This design comes from an exercise in tuning for small area, a short achievable clock period and few clock cycles per item on the open sky130 flow, not from production work. Function was not checked in any run shown here: the RTL went through the layout flow alone. No activity file was given, so power comes from the tool's default toggle rates.

## flow/design.v (module list and top-level ports; edited modules follow where they fit)
// module wallace_multi: 1602 lines
// module mao21: 3 lines
// module mxor2: 3 lines
// module mfa: 4 lines
// module mha: 4 lines
// module mbs: 5 lines
// module ma22o: 3 lines
// module mxor: 3 lines
module wallace_multi (
    input clk,
    input rst,
    input [15:0] a,
    input [15:0] b,
    output reg [31:0] p,
    output reg done
);
  // ...
==> flow/flow/run.sh <==
#!/bin/bash
set -euo pipefail
export BUFFER_PORTS_ARGS="-buffer_cell sky130_fd_sc_hd__buf_1"
bash standard.sh finish > orfs_make.log 2>&1
==> flow/standard.sh <==
#!/bin/bash
# synth_recipe.tcl (not shown) runs the flow's synth.tcl, then flattens the netlist and writes it again
# the make line also repeats each setting of config.mk as NAME=value (left out here)
make -C /OpenROAD-flow-scripts/flow DESIGN_CONFIG=/design/flow/config.mk WORK_HOME=/design/flow/orfs CLKGATE_MAP_FILE= SYNTH_SCRIPT=/design/flow/synth_recipe.tcl "${@:-finish}"
==> flow/config.mk <==
export PLATFORM = sky130hd
export DESIGN_NAME = wallace_multi
export DESIGN_NICKNAME = wallace_multi
export VERILOG_FILES = /design/flow/design.v
export SDC_FILE = /design/flow/constraint.sdc
export NUM_CORES = 4
export LEC_CHECK = 0
export CAP_MARGIN = 20
export CORE_MARGIN = 2
export CORE_UTILIZATION = 40
export CTS_BUF_LIST = sky130_fd_sc_hd__clkbuf_8
export CTS_CLUSTER_DIAMETER = 80
export CTS_CLUSTER_SIZE = 16
export SETUP_SLACK_MARGIN = 1.9
export SLEW_MARGIN = 20
export SYNTH_HIERARCHICAL = 1
==> flow/constraint.sdc <==
create_clock -name core_clock -period 4.0 [get_ports {clk}]
set_input_delay 0.8000 -clock core_clock [delete_from_list [all_inputs] [get_ports {clk}]]
set_output_delay 0.8000 -clock core_clock [all_outputs]
set_load 0.01 [all_outputs]
==> notes.md, run 1 <==
- Leak Pwr: 0.00563 µW
- Max reg flops: 32
- Seq cells: 262
- Top-area cell type share of the netlist area: 44.6%
- DPL Wire Length: 15600 µm
- Internal Dissipation: 6360 µW
- Setup WS pre-CTS: 1600 ps
- TNS Setup: 0 ps
- Synth Area in XOR/XNOR: 13.2%
- Post-CTS Setup Inserts: 6
- Hold Slack: 83.6 ps
- Multi-In Gates: 575
- PwrDens: 748 nW/µm²
- RSZ-0062 raised after global routing: yes
- Main synth FF type: dfxtp_1
- WP buf/inv: 0
- Slew Viols, Final: 0
- Io pins: 67
- Most frequent cells in the layout: dfxtp_1, xor2_1, a22o_1
- Final Total Pwr: approximately 9700 µW
- Clock sink total: approximately 260
- Fraction of layout cells with a size suffix above 1: 9.94%
- Synth warn: 7
- Clk Latency, worst-skew pair: 540 ps
- Commonest non-fill, non-tap cell in the layout: dfxtp_1
- Status: complete, no violations
- Via count: 6602
- Routed wire per std cell: 17.4 µm
- Met2 Track Usage GR: 25.1%
- Port Buffers: 66
- Top reg by flops: p
- Register clock-pin slew on the reported worst setup and hold paths: 110 ps
- Synth cell types: 21
- M3 GR Usage: approximately 2.4%
- Post-Syn Nets: 1044
- Total Nets Final: 1141
==> inputs of run 2 (changes only) <==
--- a/flow/design.v
+++ b/flow/design.v
@@ -354,73 +354,73 @@
     wire n629;
     wire n630;
     wire n631;
     wire n632;
     wire n633;
     wire n635;
     wire n639;
     wire n641;
+    wire n642;
+    wire n643;
+    wire n644;
     wire n645;
+    wire n646;
     wire n647;
     wire n648;
     wire n649;
     wire n650;
     wire n651;
     wire n652;
     wire n653;
-    wire n654;
-    wire n655;
     wire n656;
     wire n657;
+    wire n658;
+    wire n659;
     wire n660;
     wire n661;
     wire n662;
     wire n663;
-    wire n664;
     wire n665;
-    wire n666;
     wire n667;
-    wire n669;
+    wire n670;
     wire n671;
     wire n672;
     wire n673;
     wire n674;
     wire n675;
     wire n676;
     wire n677;
-    wire n678;
     wire n679;
     wire n681;
     wire n683;
     wire n685;
-    wire n687;
+    wire n688;
+    wire n689;
     wire n690;
     wire n691;
+    wire n693;
     wire n695;
-    wire n697;
+    wire n698;
     wire n699;
+    wire n700;
     wire n701;
     wire n702;
     wire n703;
     wire n704;
     wire n705;
     wire n706;
     wire n707;
-    wire n708;
-    wire n709;
     wire n710;
     wire n711;
     wire n712;
     wire n713;
     wire n714;
     wire n715;
-    wire n716;
     wire n717;
-    wire n718;
     wire n719;
     wire n720;
     wire n721;
     wire n724;
     wire n725;
     wire n728;
     wire n729;
     wire n732;
@@ -436,61 +436,61 @@
     wire n742;
     wire n743;
     wire n746;
     wire n747;
     wire n748;
     wire n749;
     wire n750;
     wire n751;
-    wire n752;
-    wire n753;
-    wire n756;
-    wire n757;
-    wire n760;
-    wire n761;
-    wire n764;
-    wire n765;
-    wire n768;
-    wire n769;
-    wire n772;
-    wire n773;
-    wire n776;
-    wire n777;
+    wire n754;
+    wire n755;
+    wire n758;
+    wire n759;
+    wire n762;
+    wire n763;
+    wire n766;
+    wire n767;
+    wire n770;
+    wire n771;
+    wire n774;
+    wire n775;
     wire n778;
     wire n779;
     wire n780;
     wire n781;
     wire n782;
     wire n783;
     wire n784;
     wire n785;
     wire n786;
     wire n787;
     wire n788;
     wire n789;
+    wire n790;
     wire n791;
-    wire n792;
     wire n793;
     wire n794;
     wire n795;
     wire n796;
     wire n797;
     wire n798;
     wire n800;
     wire n801;
     wire n803;
     wire n804;
     wire n806;
     wire n807;
     wire n809;
     wire n810;
     wire n812;
     wire n813;
-    wire n817;
+    wire n815;
+    wire n816;
+    wire n818;
     reg r16;
     reg r17;
     reg r18;
     reg r20;
     reg r21;
     reg r23;
     reg r25;
     reg r27;
@@ -615,112 +615,82 @@
     reg r614;
     reg r623;
     reg r625;
     reg r634;
     reg r636;
     reg r637;
     reg r638;
     reg r640;
-    reg r642;
-    reg r643;
-    reg r644;
-    reg r646;
-    reg r658;
-    reg r659;
+    reg r654;
+    reg r655;
+    reg r664;
+    reg r666;
     reg r668;
-    reg r670;
+    reg r669;
+    reg r678;
     reg r680;
     reg r682;
     reg r684;
     reg r686;
-    reg r688;
-    reg r689;
+    reg r687;
     reg r692;
-    reg r693;
     reg r694;
     reg r696;
-    reg r698;
-    reg r700;
+    reg r697;
+    reg r708;
+    reg r709;
+    reg r716;
+    reg r718;
     reg r722;
     reg r723;
     reg r726;
     reg r727;
     reg r730;
     reg r731;
     reg r744;
     reg r745;
-    reg r754;
-    reg r755;
-    reg r758;
-    reg r759;
-    reg r762;
-    reg r763;
-    reg r766;
-    reg r767;
-    reg r770;
-    reg r771;
-    reg r774;
-    reg r775;
-    reg r790;
+    reg r752;
+    reg r753;
+    reg r756;
+    reg r757;
+    reg r760;
+    reg r761;
+    reg r764;
+    reg r765;
+    reg r768;
+    reg r769;
+    reg r772;
+    reg r773;
+    reg r776;
+    reg r777;
+    reg r792;
     reg r799;
     reg r802;
     reg r805;
     reg r808;
     reg r811;
     reg r814;
-    reg r815;
-    reg r816;
-    reg r818;
+    reg r817;
     reg r819;
     reg r820;
     reg r821;
     reg r822;
     reg r823;
     reg r824;
     reg r825;
     reg r826;
     reg r827;
     reg r828;
     reg r829;
     reg r830;
     reg r831;
     reg r832;
     reg r833;
     reg r834;
-    reg r835;
-    reg r836;
-    reg r837;
-    reg r838;
-    reg r839;
-    reg r840;
-    reg r841;
-    reg r842;
-    reg r843;
-    reg r844;
-    reg r845;
-    reg r846;
-    reg r847;
-    reg r848;
-    reg r849;
-    reg r850;
-    reg r851;
-    reg r852;
-    reg r853;
-    reg r854;
-    reg r855;
-    reg r856;
-    reg r857;
-    reg r858;
-    reg r859;
-    reg r860;
-    reg r861;
-    reg r862;
-    reg r863;
-    reg r864;
     wire s224;
     wire s226;
     wire s228;
     wire s230;
     wire s232;
     wire s237;
     wire s239;
     wire s241;
@@ -1181,23 +1151,23 @@
     mha us560 (.a(n55), .b(s224), .s(s560), .co(c561));
     mha us562 (.a(c225), .b(s226), .s(s562), .co(c563));
     mha us564 (.a(s228), .b(s230), .s(s564), .co(c565));
     mha us617 (.a(c555), .b(s556), .s(s617), .co(c618));
     assign n619 = n22 & c559;
     assign n620 = n22 & s558;
     mao21 un621 (.g(c563), .p(s562), .c(c561), .y(n621));
     assign n622 = s562 & s560;
-    mao21 un662 (.g(n621), .p(n622), .c(n619), .y(n662));
-    assign n663 = n622 & n620;
+    mao21 un658 (.g(n621), .p(n622), .c(n619), .y(n658));
+    assign n659 = n622 & n620;
     mao21 un734 (.g(c561), .p(s560), .c(n619), .y(n734));
     assign n735 = s560 & n620;
-    mxor2 un778 (.a(n22), .b(c559), .y(n778));
-    mxor2 un779 (.a(s560), .b(n619), .y(n779));
-    mxor2 un780 (.a(s562), .b(n734), .y(n780));
+    mxor2 un780 (.a(n22), .b(c559), .y(n780));
+    mxor2 un781 (.a(s560), .b(n619), .y(n781));
+    mxor2 un782 (.a(s562), .b(n734), .y(n782));
     always @(posedge clk) begin
         r234 <= c229;
         r235 <= s232;
         r236 <= c231;
         r243 <= s239;
         r244 <= s241;
         r251 <= c242;
         r252 <= s249;
@@ -1276,24 +1246,24 @@
         r545 <= c535;
         r546 <= s543;
         r547 <= c537;
         r610 <= s552;
         r613 <= c553;
         r614 <= s554;
         r623 <= c565;
         r625 <= s564;
-        r658 <= c618;
-        r659 <= s617;
-        r680 <= n662;
-        r682 <= n663;
-        r818 <= s558;
-        r821 <= n778;
-        r824 <= n779;
-        r827 <= n780;
+        r654 <= c618;
+        r655 <= s617;
+        r678 <= n658;
+        r680 <= n659;
+        r819 <= s558;
+        r821 <= n780;
+        r823 <= n781;
+        r825 <= n782;
     end
     mfa us237 (.a(r234), .b(r235), .c(r236), .s(s237), .co(c238));
     mha us245 (.a(r243), .b(r244), .s(s245), .co(c246));
     mha us253 (.a(r251), .b(r252), .s(s253), .co(c254));
     mha us263 (.a(r261), .b(r262), .s(s263), .co(c264));
     mfa us272 (.a(r269), .b(r270), .c(r271), .s(s272), .co(c273));
     mha us275 (.a(r274), .b(c264), .s(s275), .co(c276));
     mfa us286 (.a(r283), .b(r284), .c(r285), .s(s286), .co(c287));
@@ -1360,248 +1330,216 @@
     assign n626 = s237 & r625;
     mao21 un627 (.g(c569), .p(s568), .c(c567), .y(n627));
     assign n628 = s568 & s566;
     mao21 un629 (.g(c573), .p(s572), .c(c571), .y(n629));
     assign n630 = s572 & s570;
     assign n631 = s574 & s288;
     mao21 un632 (.g(c579), .p(s578), .c(c577), .y(n632));
     assign n633 = s578 & s576;
-    mao21 un648 (.g(c595), .p(s594), .c(c593), .y(n648));
-    assign n649 = s594 & s592;
-    mao21 un650 (.g(c599), .p(s598), .c(c597), .y(n650));
-    assign n651 = s598 & s596;
-    mao21 un652 (.g(c603), .p(s602), .c(c601), .y(n652));
-    assign n653 = s602 & s600;
-    mao21 un654 (.g(c607), .p(s606), .c(c605), .y(n654));
-    assign n655 = s606 & s604;
-    mao21 un656 (.g(c612), .p(s611), .c(c609), .y(n656));
-    assign n657 = s611 & s608;
-    mao21 un660 (.g(r658), .p(r659), .c(c616), .y(n660));
-    assign n661 = r659 & s615;
-    mao21 un664 (.g(n627), .p(n628), .c(n624), .y(n664));
-    assign n665 = n628 & n626;
-    mao21 un666 (.g(c575), .p(n631), .c(n629), .y(n666));
-    assign n667 = n631 & n630;
+    mao21 un642 (.g(c591), .p(s590), .c(c589), .y(n642));
+    assign n643 = s590 & s588;
+    mao21 un644 (.g(c595), .p(s594), .c(c593), .y(n644));
+    assign n645 = s594 & s592;
+    mao21 un646 (.g(c599), .p(s598), .c(c597), .y(n646));
+    assign n647 = s598 & s596;
+    mao21 un648 (.g(c603), .p(s602), .c(c601), .y(n648));
+    assign n649 = s602 & s600;
+    mao21 un650 (.g(c607), .p(s606), .c(c605), .y(n650));
+    assign n651 = s606 & s604;
+    mao21 un652 (.g(c612), .p(s611), .c(c609), .y(n652));
+    assign n653 = s611 & s608;
+    mao21 un656 (.g(r654), .p(r655), .c(c616), .y(n656));
+    assign n657 = r655 & s615;
+    mao21 un660 (.g(n627), .p(n628), .c(n624), .y(n660));
+    assign n661 = n628 & n626;
+    mao21 un662 (.g(c575), .p(n631), .c(n629), .y(n662));
+    assign n663 = n631 & n630;
+    mao21 un672 (.g(n646), .p(n647), .c(n644), .y(n672));
+    assign n673 = n647 & n645;
     mao21 un674 (.g(n650), .p(n651), .c(n648), .y(n674));
     assign n675 = n651 & n649;
-    mao21 un676 (.g(n654), .p(n655), .c(n652), .y(n676));
-    assign n677 = n655 & n653;
-    mao21 un678 (.g(n660), .p(n661), .c(n656), .y(n678));
-    assign n679 = n661 & n657;
-    mao21 un681 (.g(n664), .p(n665), .c(r680), .y(n681));
-    assign n683 = n665 & r682;
-    mao21 un714 (.g(n624), .p(n626), .c(r680), .y(n714));
-    assign n715 = n626 & r682;
-    mao21 un716 (.g(n629), .p(n630), .c(n681), .y(n716));
-    assign n717 = n630 & n683;
-    mao21 un736 (.g(r623), .p(r625), .c(r680), .y(n736));
-    assign n737 = r625 & r682;
-    mao21 un738 (.g(c567), .p(s566), .c(n714), .y(n738));
-    assign n739 = s566 & n715;
-    mao21 un740 (.g(c571), .p(s570), .c(n681), .y(n740));
-    assign n741 = s570 & n683;
-    assign n742 = s288 & n716;
-    assign n743 = s288 & n717;
-    mxor2 un781 (.a(r625), .b(r680), .y(n781));
-    mxor2 un782 (.a(s237), .b(n736), .y(n782));
-    mxor2 un783 (.a(s566), .b(n714), .y(n783));
-    mxor2 un784 (.a(s568), .b(n738), .y(n784));
-    mxor2 un785 (.a(s570), .b(n681), .y(n785));
-    mxor2 un786 (.a(s572), .b(n740), .y(n786));
-    mxor2 un787 (.a(s288), .b(n716), .y(n787));
-    mxor2 un788 (.a(s574), .b(n742), .y(n788));
+    mao21 un676 (.g(n656), .p(n657), .c(n652), .y(n676));
+    assign n677 = n657 & n653;
+    mao21 un679 (.g(n660), .p(n661), .c(r678), .y(n679));
+    assign n681 = n661 & r680;
+    mao21 un690 (.g(n676), .p(n677), .c(n674), .y(n690));
+    assign n691 = n677 & n675;
+    mao21 un704 (.g(n662), .p(n663), .c(n679), .y(n704));
+    assign n705 = n663 & n681;
+    mao21 un712 (.g(n624), .p(n626), .c(r678), .y(n712));
+    assign n713 = n626 & r680;
+    mao21 un714 (.g(n629), .p(n630), .c(n679), .y(n714));
+    assign n715 = n630 & n681;
+    mao21 un736 (.g(r623), .p(r625), .c(r678), .y(n736));
+    assign n737 = r625 & r680;
+    mao21 un738 (.g(c567), .p(s566), .c(n712), .y(n738));
+    assign n739 = s566 & n713;
+    mao21 un740 (.g(c571), .p(s570), .c(n679), .y(n740));
+    assign n741 = s570 & n681;
+    assign n742 = s288 & n714;
+    assign n743 = s288 & n715;
+    mxor2 un783 (.a(r625), .b(r678), .y(n783));
+    mxor2 un784 (.a(s237), .b(n736), .y(n784));
+    mxor2 un785 (.a(s566), .b(n712), .y(n785));
+    mxor2 un786 (.a(s568), .b(n738), .y(n786));
+    mxor2 un787 (.a(s570), .b(n679), .y(n787));
+    mxor2 un788 (.a(s572), .b(n740), .y(n788));
+    mxor2 un789 (.a(s288), .b(n714), .y(n789));
+    mxor2 un790 (.a(s574), .b(n742), .y(n790));
     always @(posedge clk) begin
         r580 <= c352;
         r581 <= s369;
         r634 <= s351;
         r636 <= c587;
         r637 <= s586;
         r638 <= c585;
         r640 <= s584;
-        r642 <= c591;
-        r643 <= s590;
-        r644 <= c589;
-        r646 <= s588;
-        r668 <= n632;
-        r670 <= n633;
-        r684 <= n666;
-        r686 <= n667;
-        r688 <= n674;
-        r689 <= n675;
-        r692 <= n678;
-        r693 <= n679;
-        r694 <= n676;
-        r696 <= n677;
-        r698 <= n681;
-        r700 <= n683;
-        r722 <= n648;
-        r723 <= n649;
-        r726 <= n652;
-        r727 <= n653;
-        r730 <= n656;
-        r731 <= n657;
+        r664 <= n632;
+        r666 <= n633;
+        r668 <= n642;
+        r669 <= n643;
+        r682 <= n662;
+        r684 <= n663;
+        r686 <= n672;
+        r687 <= n673;
+        r692 <= n679;
+        r694 <= n681;
+        r696 <= n690;
+        r697 <= n691;
+        r708 <= n674;
+        r709 <= n675;
+        r716 <= n704;
+        r718 <= n705;
+        r722 <= n644;
+        r723 <= n645;
+        r726 <= n648;
+        r727 <= n649;
+        r730 <= n652;
+        r731 <= n653;
         r744 <= c577;
         r745 <= s576;
-        r754 <= c593;
-        r755 <= s592;
-        r758 <= c597;
-        r759 <= s596;
-        r762 <= c601;
-        r763 <= s600;
-        r766 <= c605;
-        r767 <= s604;
-        r770 <= c609;
-        r771 <= s608;
-        r774 <= c616;
-        r775 <= s615;
-        r790 <= s578;
-        r799 <= s594;
-        r802 <= s598;
-        r805 <= s602;
-        r808 <= s606;
-        r811 <= s611;
-        r814 <= r659;
-        r819 <= r818;
+        r752 <= c589;
+        r753 <= s588;
+        r756 <= c593;
+        r757 <= s592;
+        r760 <= c597;
+        r761 <= s596;
+        r764 <= c601;
+        r765 <= s600;
+        r768 <= c605;
+        r769 <= s604;
+        r772 <= c609;
+        r773 <= s608;
+        r776 <= c616;
+        r777 <= s615;
+        r792 <= s578;
+        r799 <= s590;
+        r802 <= s594;
+        r805 <= s598;
+        r808 <= s602;
+        r811 <= s606;
+        r814 <= s611;
+        r817 <= r655;
+        r820 <= r819;
         r822 <= r821;
-        r825 <= r824;
-        r828 <= r827;
-        r830 <= n781;
-        r832 <= n782;
-        r834 <= n783;
-        r836 <= n784;
-        r838 <= n785;
-        r840 <= n786;
-        r842 <= n787;
-        r844 <= n788;
+        r824 <= r823;
+        r826 <= r825;
+        r827 <= n783;
+        r828 <= n784;
+        r829 <= n785;
+        r830 <= n786;
+        r831 <= n787;
+        r832 <= n788;
+        r833 <= n789;
+        r834 <= n790;
     end
     mha us582 (.a(r580), .b(r581), .s(s582), .co(c583));
     assign n635 = s582 & r634;
     mao21 un639 (.g(r636), .p(r637), .c(r638), .y(n639));
     assign n641 = r637 & r640;
-    mao21 un645 (.g(r642), .p(r643), .c(r644), .y(n645));
-    assign n647 = r643 & r646;
-    mao21 un669 (.g(c583), .p(n635), .c(r668), .y(n669));
-    assign n671 = n635 & r670;
-    mao21 un672 (.g(n645), .p(n647), .c(n639), .y(n672));
-    assign n673 = n647 & n641;
-    mao21 un685 (.g(n669), .p(n671), .c(r684), .y(n685));
-    assign n687 = n671 & r686;
-    mao21 un690 (.g(r688), .p(r689), .c(n672), .y(n690));
-    assign n691 = r689 & n673;
-    mao21 un695 (.g(r692), .p(r693), .c(r694), .y(n695));
-    assign n697 = r693 & r696;
-    mao21 un699 (.g(n685), .p(n687), .c(r698), .y(n699));
-    assign n701 = n687 & r700;
-    mao21 un702 (.g(n695), .p(n697), .c(n690), .y(n702));
-    assign n703 = n697 & n691;
-    mao21 un704 (.g(n702), .p(n703), .c(n699), .y(n704));
-    assign n705 = n703 & n701;
-    mao21 un706 (.g(n690), .p(n691), .c(n699), .y(n706));
-    assign n707 = n691 & n701;
-    mao21 un708 (.g(r684), .p(r686), .c(r698), .y(n708));
-    assign n709 = r686 & r700;
-    mao21 un710 (.g(n672), .p(n673), .c(n699), .y(n710));
-    assign n711 = n673 & n701;
-    mao21 un712 (.g(r694), .p(r696), .c(n706), .y(n712));
-    assign n713 = r696 & n707;
-    mao21 un718 (.g(r668), .p(r670), .c(n708), .y(n718));
-    assign n719 = r670 & n709;
-    mao21 un720 (.g(n639), .p(n641), .c(n699), .y(n720));
-    assign n721 = n641 & n701;
-    mao21 un724 (.g(r722), .p(r723), .c(n710), .y(n724));
-    assign n725 = r723 & n711;
-    mao21 un728 (.g(r726), .p(r727), .c(n706), .y(n728));
-    assign n729 = r727 & n707;
-    mao21 un732 (.g(r730), .p(r731), .c(n712), .y(n732));
-    assign n733 = r731 & n713;
-    mao21 un746 (.g(r744), .p(r745), .c(n708), .y(n746));
-    assign n747 = r745 & n709;
-    assign n748 = r634 & n718;
+    mao21 un665 (.g(c583), .p(n635), .c(r664), .y(n665));
+    assign n667 = n635 & r666;
+    mao21 un670 (.g(r668), .p(r669), .c(n639), .y(n670));
+    assign n671 = r669 & n641;
+    mao21 un683 (.g(n665), .p(n667), .c(r682), .y(n683));
+    assign n685 = n667 & r684;
+    mao21 un688 (.g(r686), .p(r687), .c(n670), .y(n688));
+    assign n689 = r687 & n671;
+    mao21 un693 (.g(n683), .p(n685), .c(r692), .y(n693));
+    assign n695 = n685 & r694;
+    mao21 un698 (.g(r696), .p(r697), .c(n688), .y(n698));
+    assign n699 = r697 & n689;
+    mao21 un700 (.g(n698), .p(n699), .c(n693), .y(n700));
+    assign n701 = n699 & n695;
+    mao21 un702 (.g(n688), .p(n689), .c(n693), .y(n702));
+    assign n703 = n689 & n695;
+    mao21 un706 (.g(n670), .p(n671), .c(n693), .y(n706));
+    assign n707 = n671 & n695;
+    mao21 un710 (.g(r708), .p(r709), .c(n702), .y(n710));
+    assign n711 = r709 & n703;
+    mao21 un717 (.g(r664), .p(r666), .c(r716), .y(n717));
+    assign n719 = r666 & r718;
+    mao21 un720 (.g(n639), .p(n641), .c(n693), .y(n720));
+    assign n721 = n641 & n695;
+    mao21 un724 (.g(r722), .p(r723), .c(n706), .y(n724));
+    assign n725 = r723 & n707;
+    mao21 un728 (.g(r726), .p(r727), .c(n702), .y(n728));
+    assign n729 = r727 & n703;
+    mao21 un732 (.g(r730), .p(r731), .c(n710), .y(n732));
+    assign n733 = r731 & n711;
+    mao21 un746 (.g(r744), .p(r745), .c(r716), .y(n746));
+    assign n747 = r745 & r718;
+    assign n748 = r634 & n717;
     assign n749 = r634 & n719;
-    mao21 un750 (.g(r638), .p(r640), .c(n699), .y(n750));
-    assign n751 = r640 & n701;
-    mao21 un752 (.g(r644), .p(r646), .c(n720), .y(n752));
-    assign n753 = r646 & n721;
-    mao21 un756 (.g(r754), .p(r755), .c(n710), .y(n756));
-    assign n757 = r755 & n711;
-    mao21 un760 (.g(r758), .p(r759), .c(n724), .y(n760));
-    assign n761 = r759 & n725;
-    mao21 un764 (.g(r762), .p(r763), .c(n706), .y(n764));
-    assign n765 = r763 & n707;
-    mao21 un768 (.g(r766), .p(r767), .c(n728), .y(n768));
-    assign n769 = r767 & n729;
-    mao21 un772 (.g(r770), .p(r771), .c(n712), .y(n772));
-    assign n773 = r771 & n713;
-    mao21 un776 (.g(r774), .p(r775), .c(n732), .y(n776));
-    assign n777 = r775 & n733;
-    mxor2 un789 (.a(r745), .b(n708), .y(n789));
-    mxor2 un791 (.a(r790), .b(n746), .y(n791));
-    mxor2 un792 (.a(r634), .b(n718), .y(n792));
-    mxor2 un793 (.a(s582), .b(n748), .y(n793));
-    mxor2 un794 (.a(r640), .b(n699), .y(n794));
-    mxor2 un795 (.a(r637), .b(n750), .y(n795));
-    mxor2 un796 (.a(r646), .b(n720), .y(n796));
-    mxor2 un797 (.a(r643), .b(n752), .y(n797));
-    mxor2 un798 (.a(r755), .b(n710), .y(n798));
-    mxor2 un800 (.a(r799), .b(n756), .y(n800));
-    mxor2 un801 (.a(r759), .b(n724), .y(n801));
-    mxor2 un803 (.a(r802), .b(n760), .y(n803));
-    mxor2 un804 (.a(r763), .b(n706), .y(n804));
-    mxor2 un806 (.a(r805), .b(n764), .y(n806));
-    mxor2 un807 (.a(r767), .b(n728), .y(n807));
-    mxor2 un809 (.a(r808), .b(n768), .y(n809));
-    mxor2 un810 (.a(r771), .b(n712), .y(n810));
-    mxor2 un812 (.a(r811), .b(n772), .y(n812));
-    mxor2 un813 (.a(r775), .b(n732), .y(n813));
-    always @(posedge clk) begin
-        r815 <= r814;
-        r816 <= n776;
-        r820 <= r819;
-        r823 <= r822;
-        r826 <= r825;
-        r829 <= r828;
-        r831 <= r830;
-        r833 <= r832;
-        r835 <= r834;
-        r837 <= r836;
-        r839 <= r838;
-        r841 <= r840;
-        r843 <= r842;
-        r845 <= r844;
-        r846 <= n789;
-        r847 <= n791;
-        r848 <= n792;
-        r849 <= n793;
-        r850 <= n794;
-        r851 <= n795;
-        r852 <= n796;
-        r853 <= n797;
-        r854 <= n798;
-        r855 <= n800;
-        r856 <= n801;
-        r857 <= n803;
-        r858 <= n804;
-        r859 <= n806;
-        r860 <= n807;
-        r861 <= n809;
-        r862 <= n810;
-        r863 <= n812;
-        r864 <= n813;
-    end
-    mxor2 un817 (.a(r815), .b(r816), .y(n817));
-    always @(posedge clk) p <= {n817, r864, r863, r862, r861, r860, r859, r858, r857, r856, r855, r854, r853, r852, r851, r850, r849, r848, r847, r846, r845, r843, r841, r839, r837, r835, r833, r831, r829, r826, r823, r820};
-    reg [3:0] v;
+    mao21 un750 (.g(r638), .p(r640), .c(n693), .y(n750));
+    assign n751 = r640 & n695;
+    mao21 un754 (.g(r752), .p(r753), .c(n720), .y(n754));
+    assign n755 = r753 & n721;
+    mao21 un758 (.g(r756), .p(r757), .c(n706), .y(n758));
+    assign n759 = r757 & n707;
+    mao21 un762 (.g(r760), .p(r761), .c(n724), .y(n762));
+    assign n763 = r761 & n725;
+    mao21 un766 (.g(r764), .p(r765), .c(n702), .y(n766));
+    assign n767 = r765 & n703;
+    mao21 un770 (.g(r768), .p(r769), .c(n728), .y(n770));
+    assign n771 = r769 & n729;
+    mao21 un774 (.g(r772), .p(r773), .c(n710), .y(n774));
+    assign n775 = r773 & n711;
+    mao21 un778 (.g(r776), .p(r777), .c(n732), .y(n778));
+    assign n779 = r777 & n733;
+    mxor2 un791 (.a(r745), .b(r716), .y(n791));
+    mxor2 un793 (.a(r792), .b(n746), .y(n793));
+    mxor2 un794 (.a(r634), .b(n717), .y(n794));
+    mxor2 un795 (.a(s582), .b(n748), .y(n795));
+    mxor2 un796 (.a(r640), .b(n693), .y(n796));
+    mxor2 un797 (.a(r637), .b(n750), .y(n797));
+    mxor2 un798 (.a(r753), .b(n720), .y(n798));
+    mxor2 un800 (.a(r799), .b(n754), .y(n800));
+    mxor2 un801 (.a(r757), .b(n706), .y(n801));
+    mxor2 un803 (.a(r802), .b(n758), .y(n803));
+    mxor2 un804 (.a(r761), .b(n724), .y(n804));
+    mxor2 un806 (.a(r805), .b(n762), .y(n806));
+    mxor2 un807 (.a(r765), .b(n702), .y(n807));
+    mxor2 un809 (.a(r808), .b(n766), .y(n809));
+    mxor2 un810 (.a(r769), .b(n728), .y(n810));
+    mxor2 un812 (.a(r811), .b(n770), .y(n812));
+    mxor2 un813 (.a(r773), .b(n710), .y(n813));
+    mxor2 un815 (.a(r814), .b(n774), .y(n815));
+    mxor2 un816 (.a(r777), .b(n732), .y(n816));
+    mxor2 un818 (.a(r817), .b(n778), .y(n818));
+    always @(posedge clk) p <= {n818, n816, n815, n813, n812, n810, n809, n807, n806, n804, n803, n801, n800, n798, n797, n796, n795, n794, n793, n791, r834, r833, r832, r831, r830, r829, r828, r827, r826, r824, r822, r820};
+    reg [2:0] v;
     always @(posedge clk or negedge rst) begin
         if (!rst) begin
-            v <= 4'b0;
+            v <= 3'b0;
             done <= 1'b0;
         end else begin
-            v <= {v[2:0], 1'b1};
-            done <= v[3];
+            v <= {v[1:0], 1'b1};
+            done <= v[2];
         end
     end
 endmodule
 module mao21 (input g, input p, input c, output y);
     assign y = g | (p & c);
 endmodule
 module mxor2 (input a, input b, output y);
     assign y = a ^ b;
--- a/flow/config.mk
+++ b/flow/config.mk
@@ -6,11 +6,11 @@
 export NUM_CORES = 4
 export LEC_CHECK = 0
 export CAP_MARGIN = 20
 export CORE_MARGIN = 2
 export CORE_UTILIZATION = 40
 export CTS_BUF_LIST = sky130_fd_sc_hd__clkbuf_8
 export CTS_CLUSTER_DIAMETER = 80
 export CTS_CLUSTER_SIZE = 16
-export SETUP_SLACK_MARGIN = 1.9
+export SETUP_SLACK_MARGIN = 2.0
 export SLEW_MARGIN = 20
 export SYNTH_HIERARCHICAL = 1
==> notes.md, run 2 <==
- CP Launch Point: r580
- Via count: 6820 (+3.3%)
- Starting density of the core: 40.6%
- Die width: 169 µm
- Family with the most delay on the worst path: compound AO/OA/AOI/OAI gates
- Final period util: 54.4%
- WP buf/inv: 0 (unchanged)
- TNS Setup: 0 ps (unchanged)
- Avg Vias per Cell: roughly 5.2
- Core area: 26800 µm²
- Hold Slack: 91.5 ps (+7.92 ps)
- N_diodes: 0
- Layout area overhead: 19.9%
- Port Buffers: 66 (unchanged)
- Die area: 28500 µm²
- Slew Viols, Final: 0 (unchanged)
- Critical-path top delay cell: dfxtp_2
- R2r worst-path depth: 10
- Top-area cell type share of the netlist area: 41.6% (-3.0 points)
- Root buffer cell: clkbuf_8
- Total track usage: between 10% and 20%
- Sequential area share after synthesis: 42.5%
- Biggest regs: p x32, v x3
- Post-synth top cells: dfxtp_1, xor2_1, a22o_1
- Global placement routability congestion: 0.784
- Post-Syn Area: 10900 µm²
- Cells taking the most area after synthesis: dfxtp_1, fa_1, xor2_1, a22o_1, ha_1
- Max reg flops: 32 (unchanged)
- Fin crit period: 2180 ps
- Non-Filler Instances: 1323
- RSZ-0062 raised after global routing: yes
- Vias in the first global route: a little under 7000
- Final setup violation count: 0
- WL final: 25400 µm
- CP Capture Type: flip-flop
- Synth Instances: 824
- Hold crit path type: in -> async
- Routed wire per std cell: 19.2 µm (+11%)
- Post-Syn Nets: 1012 (-3.1%)
- Worst path required time: roughly 4400 ps
- CTS Buf Count: 18
- Post-synthesis async set-or-reset flop share: approximately 1.7%
- Max Cap Viol: 0
- FF-to-FF setup slack: roughly 1800 ps
- Commonest non-fill, non-tap cell in the layout: dfxtp_1
- Fin worst setup slack: 1820 ps
- CP Launch Type: flip-flop
- #FFs+latches synth: 230
- Placed insts: approximately 1200
- Crit path DAT: 2590 ps
- Setup WS pre-CTS: 1570 ps (-22.5 ps)
- Largest net degree at the start of global routing: 20
- Num rows: 60
- Clock sink total: 230 (-12%)
- Main synth FF type: dfxtp_1
- EDFF count, synth: 0
- Max stage delay on crit path: 340 ps
- Total Nets Final: 1167 (+2.3%)
- Peak supply drop: roughly 520 µV
- CP endpoint: p[31]
- DIE HEIGHT: 169 µm
- CP Max Fanout: 3
- Max Freq: 459 MHz
- Hold Fails Final Rpt: 0
- PwrDens: 742 nW/µm² (-0.85%)
- Register clock-pin slew on the reported worst setup and hold paths: 90 ps (-20 ps)
- Largest area contributor in the netlist: dfxtp_1
- Cell mode on critical path: a21o_1
- CTS tree: yes
- Cell with the most instances after synthesis: dfxtp_1
- Synth warn: 7 (unchanged)
- # DRC: 0
- Syn avg cell area: 13.2 µm²
- Status: complete, no violations
- Worst r2r dst: p[31]
- Total iterations of the first detailed-routing run: 5
- Synth cell types: 20 (-4.8%)
- Cells along the critical path: ha_4 -> and2_4 -> a21o_1 -> a21o_1 -> a21o_4 -> a21o_1 -> a21o_1 -> a21o_1 -> a21o_1 -> xor2_1
- Grt ovf: 0
- Final Skew: 25.8 ps
- Kind of critical path: reg -> reg
- Clk Latency, worst-skew pair: 540 ps (about the same)
- Top reg by flops: p
- DPL Wire Length: 15400 µm (-0.91%)
- Final Total Pwr: 9680 µW (+0.14%)
- CTS max path bufs: 3
- Initial DRC count: between 400 and 500
- Final antenna-violating net count: 0
- Leak Pwr: 0.00571 µW (+1.5%)
- Antenna violations before repair: 0
- WP depth: 10
- First-pass GRT wire length: 37900 µm
- Fraction of layout cells with a size suffix above 1: 20.6% (+11 points)
- Io pins: 67 (unchanged)
- R2r startpoint: r580
- Most frequent cells in the layout: dfxtp_1, xor2_1, a22o_1
- H-tree lvl count: 1
==> run 2: cells by family after synthesis <==
group / share of synthesized area, %
and+or+nand+nor: 3.75
adders and majority gates: 25.6
DFF: 42.5
buffers and inverters: 0.897
other: 0.0345
AOI/OAI and AO/OA: 13.2
xor gates and xnor gates: 14.0
==> run 2: final cells by class <==
| cell class | count | area, µm² |
|---|---|---|
| fill | 2343 | 13800 |
| inverter | 15 | 56.3 |
| clock buffer | 20 | 275 |
| timing repair buffer | 139 | 1020 |
| multi-input combinational | 575 | 6460 |
| clock inverter | 3 | 16.3 |
| tap | 341 | 427 |
| sequential | 230 | 4790 |
==> run 2: modules after synthesis, one instance, submodules excluded, a selection <==
module | copies in the design | flops+latches | cells inside
mxor2 | 31 | 0 | 1
mao21 | 46 | 0 | 1
ma22o | 120 | 0 | 1
wallace_multi | 1 | 230 | 353
mfa | 115 | 0 | 1
mha | 39 | 0 | 1
mxor | 120 | 0 | 1
==> run 2: worst min-delay path by stage <==
stage	start	to	slack [ps]	cells past startpoint
5_1_grt	rst	v[2]	80	1
3_3_place_gp	r821	r822	310	0
3_5_place_dp	r834	p[11]	310	0
6_report	rst	done	90	1
4_1_cts	rst	done	60	1
2_1_floorplan	r820	p[0]	310	0
==> run 2: metrics by stage <==
stage | utilization, % | instance area, µm²
after floorplan | - | 10900
after global placement | 43.1 | 11600
after detailed placement | 43.1 | 11600
after CTS | 45.7 | 12200
after global routing | 48.7 | 13000
final | 48.7 | 13000
==> run 2: metal layers <==
metal,wire length (µm),share of wire (%),GRT usage [%],vias to the layer above
met5,0,0,0,-
met4,557,2.2,5.21,0
met3,1710,6.7,2.41,37
met2,12100,48,27.5,264
met1,11100,44,23.4,3404
li1,-,-,-,3115
==> run 2: power by group <==
group / internal (µW) / switching [µW]
Sequential: 3280 / 489
Combinational: 2560 / 2180
Clock: 455 / 714
Total: 6290 / 3380
==> run 2: repair_timing <==
action                                 in CTS  in global routing
endpoints found under the hold margin       0                  0
pin swaps                                  27                 41
setup buffers                              21                 52
gates resized for setup                    87                 69
hold buffers                                0                  0
setup endpoints to repair                  82                 45

[static timing again, ports no longer ideal]
How much do the figures lean on ideal ports? The routed layouts below were timed once more, with nothing changed but the port constraints. Step 1, drivers: a clkbuf_16 drives clk and a buf_2 each remaining input, both assumed. Step 2 adds t to the input delays and takes it off the output delays; t is the mean of the earliest and latest rising clock arrival at the registers after step 1. Input paths then give back, and output paths get back, about the clock's delay inside the block. Three values: ideal, step 1, step 2; two values: the first two.
| run | shift t [ns] | setup WS [ns] | worst hold slack (ns) | worst data-port slew with drivers (ns) | pins driven straight from the clock port |
|---|---|---|---|---|---|
| run 1 | 0.577 | 1.860 / 1.860 / 1.860 | 0.084 / 0.063 / 0.318 | 0.04 | 1 |
| run 2 | 0.566 | 1.822 / 1.822 / 1.822 | 0.091 / 0.073 / 0.332 | 0.05 | 1 |
After both steps every run listed still meets setup and hold.
